Background: an optimization exercise with open tools, aiming at small area. Do not read the settings as production practice. Only simulation tests tie the RTL to the original design; equivalence was not proved. Power figures rest on the tool's default switching activity, not on a simulated workload.

== run A ==
==> flow/design.v <==
module regfile (
	input  logic        clk, reset,
	input  logic        we,
	input  logic [4:0]  wa,
	input  logic [63:0] wd,
	input  logic [4:0]  ra1, ra2,
	input  logic        alt_sel,
	input  logic [63:0] alt,
	input  logic [63:0] r31,
	output logic [63:0] rd1, rd2
);
	logic [30:0][63:0] R;
	logic [30:0]       written;
	logic              w31;
	logic [30:0] wsel;
	always_comb
		for (int i = 0; i < 31; i++) wsel[i] = we && wa == 5'(i);
	for (genvar i = 0; i < 31; i++) begin : g_reg
		always_ff @(posedge clk)
			if (wsel[i]) R[i] <= wd;
		always_ff @(posedge clk, posedge reset)
			if (reset) written[i] <= 1'b0;
			else if (wsel[i]) written[i] <= 1'b1;
	end
	always_ff @(posedge clk, posedge reset)
		if (reset) w31 <= 1'b0;
		else w31 <= we && wa == 5'd31;
	logic [31:0] s1, s2;    
	logic        u1, u2;    
	always_comb begin
		for (int i = 0; i < 31; i++) begin
			s1[i] = !alt_sel && ra1 == 5'(i) && written[i];
			s2[i] = ra2 == 5'(i) && written[i];
		end
		s1[31] = !alt_sel && ra1 == 5'd31 && w31;
		s2[31] = ra2 == 5'd31 && w31;
		u1 = !alt_sel && ra1 != 5'd31 && !written[ra1];
		u2 = ra2 != 5'd31 && !written[ra2];
	end
	always_comb begin
		rd1 = ({64{s1[31]}} & r31) | ({64{alt_sel}} & alt) | {59'd0, {5{u1}} & ra1};
		rd2 = ({64{s2[31]}} & r31) | {59'd0, {5{u2}} & ra2};
		for (int i = 0; i < 31; i++) begin
			rd1 = rd1 | ({64{s1[i]}} & R[i]);
			rd2 = rd2 | ({64{s2[i]}} & R[i]);
		end
	end
endmodule
module alu (
	input  logic [63:0] a, b,
	input  logic        sub, logic_op, or_op,
	output logic [63:0] result,
	output logic [3:0]  flags    
);
	logic [63:0] bx, g, p, G, P, c, sum;
	assign bx = b ^ {64{sub}};
	assign g = a & bx;
	assign p = a ^ bx;
	always_comb begin
		G = g;
		P = p;
		G[0] = g[0] | (p[0] & sub);
		for (int l = 0; l < 6; l++)
			for (int i = 0; i < 64; i++)
				if ((i + 1) % (2 ** (l + 1)) == 0) begin
					G[i] = G[i] | (P[i] & G[i - 2 ** l]);
					P[i] = P[i] & P[i - 2 ** l];
				end
		for (int l = 4; l >= 0; l--)
			for (int i = 3 * 2 ** l - 1; i < 64; i += 2 ** (l + 1)) begin
				G[i] = G[i] | (P[i] & G[i - 2 ** l]);
				P[i] = P[i] & P[i - 2 ** l];
			end
	end
	assign c = {G[62:0], sub};
	assign sum = p ^ c;
	assign result = logic_op ? (or_op ? (a | b) : (a & b)) : sum;
	assign flags = {result == 64'd0, result[63], G[63],
	                !p[63] && (sum[63] != a[63])};
endmodule
module legv8_core (
	input  logic        clk,
	input  logic        reset,
	output logic [63:0] IM_addr,
	input  logic [31:0] IM_readData,
	output logic [63:0] DM_addr,
	output logic [63:0] DM_writeData,
	output logic        DM_writeEnable,
	output logic        DM_readEnable,
	input  logic [63:0] DM_readData
);
	logic [63:2] pc;
	logic        m_take;
	logic [63:0] m_res;
	always_ff @(posedge clk, posedge reset)
		if (reset) pc <= '0;
		else pc <= m_take ? m_res[63:2] : pc + 62'd1;
	assign IM_addr = {pc, 2'b00};
	logic [10:0] op;
	assign op = IM_readData[31:21];
	logic f_R, f_I, f_ld, f_st, f_cbz, f_bc;
	always_comb begin
		f_R = (op == 11'b100_0101_1000) || (op == 11'b110_0101_1000) ||
		      (op == 11'b100_0101_0000) || (op == 11'b101_0101_0000) ||
		      (op == 11'b101_0101_1000) || (op == 11'b111_0101_1000);
		f_I = (op[10:1] == 10'b10_0100_0100) || (op[10:1] == 10'b11_0100_0100) ||
		      (op[10:1] == 10'b10_1100_0100) || (op[10:1] == 10'b11_1100_0100);
		f_ld = (op == 11'b111_1100_0010);
		f_st = (op == 11'b111_1100_0000);
		f_cbz = (op[10:3] == 8'b1011_0100);
		f_bc = (op[10:3] == 8'b0101_0100);
	end
	logic        d_rw, d_ld, d_st, d_cbz, d_bc, d_setf;    
	logic        d_sub, d_logic, d_or, d_useimm, d_immI, d_immB, d_reg2loc, d_br;
	logic [63:0] d_px;
	logic        d_z;
	logic [23:0] d_ins;
	always_ff @(posedge clk, posedge reset)
		if (reset) {d_rw, d_ld, d_st, d_cbz, d_bc, d_setf} <= '0;
		else begin
			d_rw <= f_R | f_I | f_ld;
			d_ld <= f_ld;
			d_st <= f_st;
			d_cbz <= f_cbz;
			d_bc <= f_bc;
			d_setf <= (f_R & op[3] | f_I) & op[8];
		end
	always_ff @(posedge clk) begin
		d_sub <= (f_R | f_I) & op[9];
		d_logic <= f_R & ~op[3];
		d_or <= op[8];
		d_useimm <= ~f_R;
		d_immI <= f_I;
		d_immB <= f_cbz | f_bc;
		d_reg2loc <= f_st | f_cbz;
		d_br <= f_cbz | f_bc;
		d_px <= (f_cbz | f_bc) ? {pc, 2'b00} : wd;
		d_z <= wd == 64'd0;
		d_ins <= IM_readData[23:0];
	end
	logic [63:0] rd1, rd2;
	logic        m_rw;
	logic [4:0]  m_rd;
	logic [63:0] wd;
	regfile RF (.clk(clk), .reset(reset), .we(m_rw), .wa(m_rd), .wd(wd),
	            .ra1(d_ins[9:5]), .ra2(d_reg2loc ? d_ins[4:0] : d_ins[20:16]),
	            .alt_sel(d_br), .alt(d_px),
	            .r31(d_br ? {63'd0, ~d_z} : d_px),
	            .rd1(rd1), .rd2(rd2));
	logic [20:0] d_imm;
	always_comb
		if (d_immB) d_imm = {d_ins[23:5], 2'b00};
		else if (d_immI) d_imm = {9'd0, d_ins[21:10]};
		else d_imm = {{12{d_ins[20]}}, d_ins[20:12]};
	logic        e_rw, e_ld, e_st, e_cbz, e_bc, e_setf;    
	logic        e_sub, e_logic, e_or, e_useimm;
	logic [63:0] e_a, e_b;
	logic [20:0] e_imm;
	logic [4:0]  e_rd;
	always_ff @(posedge clk, posedge reset)
		if (reset) {e_rw, e_ld, e_st, e_cbz, e_bc, e_setf} <= '0;
		else {e_rw, e_ld, e_st, e_cbz, e_bc, e_setf} <= {d_rw, d_ld, d_st, d_cbz, d_bc, d_setf};
	always_ff @(posedge clk) begin
		e_sub <= d_sub;
		e_logic <= d_logic;
		e_or <= d_or;
		e_useimm <= d_useimm;
		e_a <= rd1;
		e_b <= rd2;
		e_imm <= d_imm;
		e_rd <= d_ins[4:0];
	end
	logic [63:0] res;
	logic [3:0]  nf;
	logic [3:0]  flags;    
	alu ALU (.a(e_a), .b(e_useimm ? {{43{e_imm[20]}}, e_imm} : e_b),
	         .sub(e_sub), .logic_op(e_logic), .or_op(e_or),
	         .result(res), .flags(nf));
	always_ff @(posedge clk, posedge reset)
		if (reset) flags <= '0;
		else if (e_setf) flags <= nf;
	logic cond;
	always_comb
		case (e_rd[3:0])
			4'b0000: cond = flags[3];
			4'b0001: cond = ~flags[3];
			4'b0010: cond = flags[1];
			4'b0011: cond = ~flags[1];
			4'b0100: cond = flags[2];
			4'b0101: cond = ~flags[2];
			4'b0110: cond = flags[0];
			4'b0111: cond = ~flags[0];
			4'b1000: cond = ~flags[3] & flags[1];
			4'b1001: cond = flags[3] | ~flags[1];
			4'b1010: cond = flags[2] == flags[0];
			4'b1011: cond = flags[2] != flags[0];
			4'b1100: cond = ~flags[3] & (flags[2] == flags[0]);
			4'b1101: cond = flags[3] | (flags[2] != flags[0]);
			default: cond = 1'b0;
		endcase
	logic        m_ld, m_st;    
	logic [63:0] m_sd;
	always_ff @(posedge clk, posedge reset)
		if (reset) {m_rw, m_ld, m_st, m_take} <= '0;
		else begin
			m_rw <= e_rw;
			m_ld <= e_ld;
			m_st <= e_st;
			m_take <= (e_cbz & (e_b == 64'd0)) | (e_bc & cond);
		end
	always_ff @(posedge clk) begin
		m_res <= res;
		m_sd <= e_b;
		m_rd <= e_rd;
	end
	assign DM_addr = m_res;
	assign DM_writeData = m_sd;
	assign DM_writeEnable = m_st;
	assign DM_readEnable = m_ld;
	assign wd = m_ld ? DM_readData : m_res;
endmodule
export LEC_CHECK = 0
export CAP_MARGIN = 20
export CORE_MARGIN = 2
export CORE_UTILIZATION = 48
export CTS_BUF_LIST = sky130_fd_sc_hd__clkbuf_16
export CTS_CLUSTER_DIAMETER = 100
export CTS_CLUSTER_SIZE = 24
export PLACE_DENSITY = 0.56
export SLEW_MARGIN = 20
create_clock -name core_clock -period 7.0 [get_ports {clk}]
run.sh (not shown) runs the stock make flow with config.mk's settings and CLKGATE_MAP_FILE= SYNTH_SCRIPT=/design/flow/synth_recipe.tcl, a recipe that flattens the netlist after the stock synthesis.
Run A: flow completed, timing, DRC and antenna clean
Input-level comparison between run B and run A:
Settings: a change of CORE_UTILIZATION from 48 to 40; a change of CTS_CLUSTER_SIZE from 24 to 18; a change of PLACE_DENSITY from 0.56 to 0.5.
## What came out
Compared with run A, in run B total power of the final layout shows an increase of about 6%; relative max-transition margin higher. In the metrics for run A and run B, the one carrying the lower area growth from synthesis to layout is run A. Compared with run A, run B shows wire length the detailed router placed on met1 that has gone up by a little under 10%.
Inputs modified between run B and run C:
Settings: CTS_CLUSTER_SIZE changed from 18 to 24.
[summary]
- Run C | stages: all done | timing, DRC, antenna: all pass
- Combined global-route utilization of all metal layers: higher on run B
- Relative to run B, the length of the first detailed-routing pass in iterations of run C is lower by 1.
- Run C and run B ended up with roughly the same sequential power.
- Compared with run B, run C shows a lower wire length of the first global-routing pass.
- From run C to run B, global route total overflow did not move at all.
- The higher met1 usage came out of run B.
- The run showing the greater final critical-path share of the clock period is run B.
- Cmp run C and run B / switching share of total power / lower: run B
The inputs of run D differ from those of run C as listed below.
==> flow/flow/run.sh (new file) <==
#!/bin/bash
# The standard layout (the standard.sh: ORFS from the standard synthesis to the final
# layout), with one change: the buffers that buffer_ports puts on every input and output
# port are sky130_fd_sc_hd__buf_1 instead of the tool's default choice. Every port still
# gets its own buffer. Each tool's full output goes to a log file in this folder.
set -euo pipefail
bash standard.sh finish "BUFFER_PORTS_ARGS=-buffer_cell sky130_fd_sc_hd__buf_1" > standard_flow.log 2>&1
==> flow/standard.sh (new file) <==
#!/bin/bash
# synth_recipe.tcl (not shown) runs the flow's synth.tcl, then flattens the netlist and writes it again
# the make line also repeats each setting of config.mk as NAME=value (left out here)
make -C /OpenROAD-flow-scripts/flow DESIGN_CONFIG=/design/flow/config.mk WORK_HOME=/design/flow/orfs CLKGATE_MAP_FILE= SYNTH_SCRIPT=/design/flow/synth_recipe.tcl "${@:-finish}"
removed: flow/run.sh
## What came out
Summary of run D over run C: non-clock buffer count climbed about 2.8%; first-pass GRT wire length held steady. Run D against run C: total power of the final layout shows a reduction of 0.36 mW; standard cell area after detailed placement shows a reduction of 0.0017 mm²; total clock network power shows a reduction of about 2%. NOTE pin count of the biggest net entering global routing run C->run D increased by more than 10%. Measured against each other, run C and run D differ in number of cell instances on the worst register-to-register path, the lower figure coming from run C. Lower combinational logic power among run C and run D: run D. Run D: PASS, flow complete, no timing, DRC or antenna violations. Wire length reported by the detailed router of run D is on par with run C. Delta(leakage power, run D - run C) < 0. Between run C and run D, worst setup slack after placement decreased.

separate check: timing with driven ports:
The flow's constraints put no driver on any port. The routed layouts listed below were extracted and timed again, unchanged, in two steps. Step 1 assumes that a clkbuf_16 drives the clock port and a buf_2 every other input. Step 2 moves the port delays by t, midway between the first and last clock arrival at a register: inputs arrive t later, outputs are due t later. That takes back most of the time a late clock gives input paths. Three values: ideal ports, drivers, drivers and shift; two values: the first two.
| run | t, ns | setup slack, ns | worst hold slack (ns) | worst register clock-pin slew, ns | worst data-port slew with drivers (ns) |
|---|---|---|---|---|---|
| run A | 0.937 | 0.889 / 0.889 / 0.889 | 0.329 / 0.329 / 0.329 | 0.11 / 0.11 | 0.09 |
| run B | 0.974 | 0.619 / 0.619 / 0.619 | 0.327 / 0.327 / 0.327 | 0.10 / 0.10 | 0.13 |
| run C | 0.978 | 0.736 / 0.736 / 0.736 | 0.334 / 0.334 / 0.334 | 0.11 / 0.11 | 0.14 |
| run D | 0.951 | 0.457 / 0.457 / 0.457 | 0.333 / 0.333 / 0.333 | 0.12 / 0.12 | 0.10 |
After both steps setup and hold are still met in every run listed.
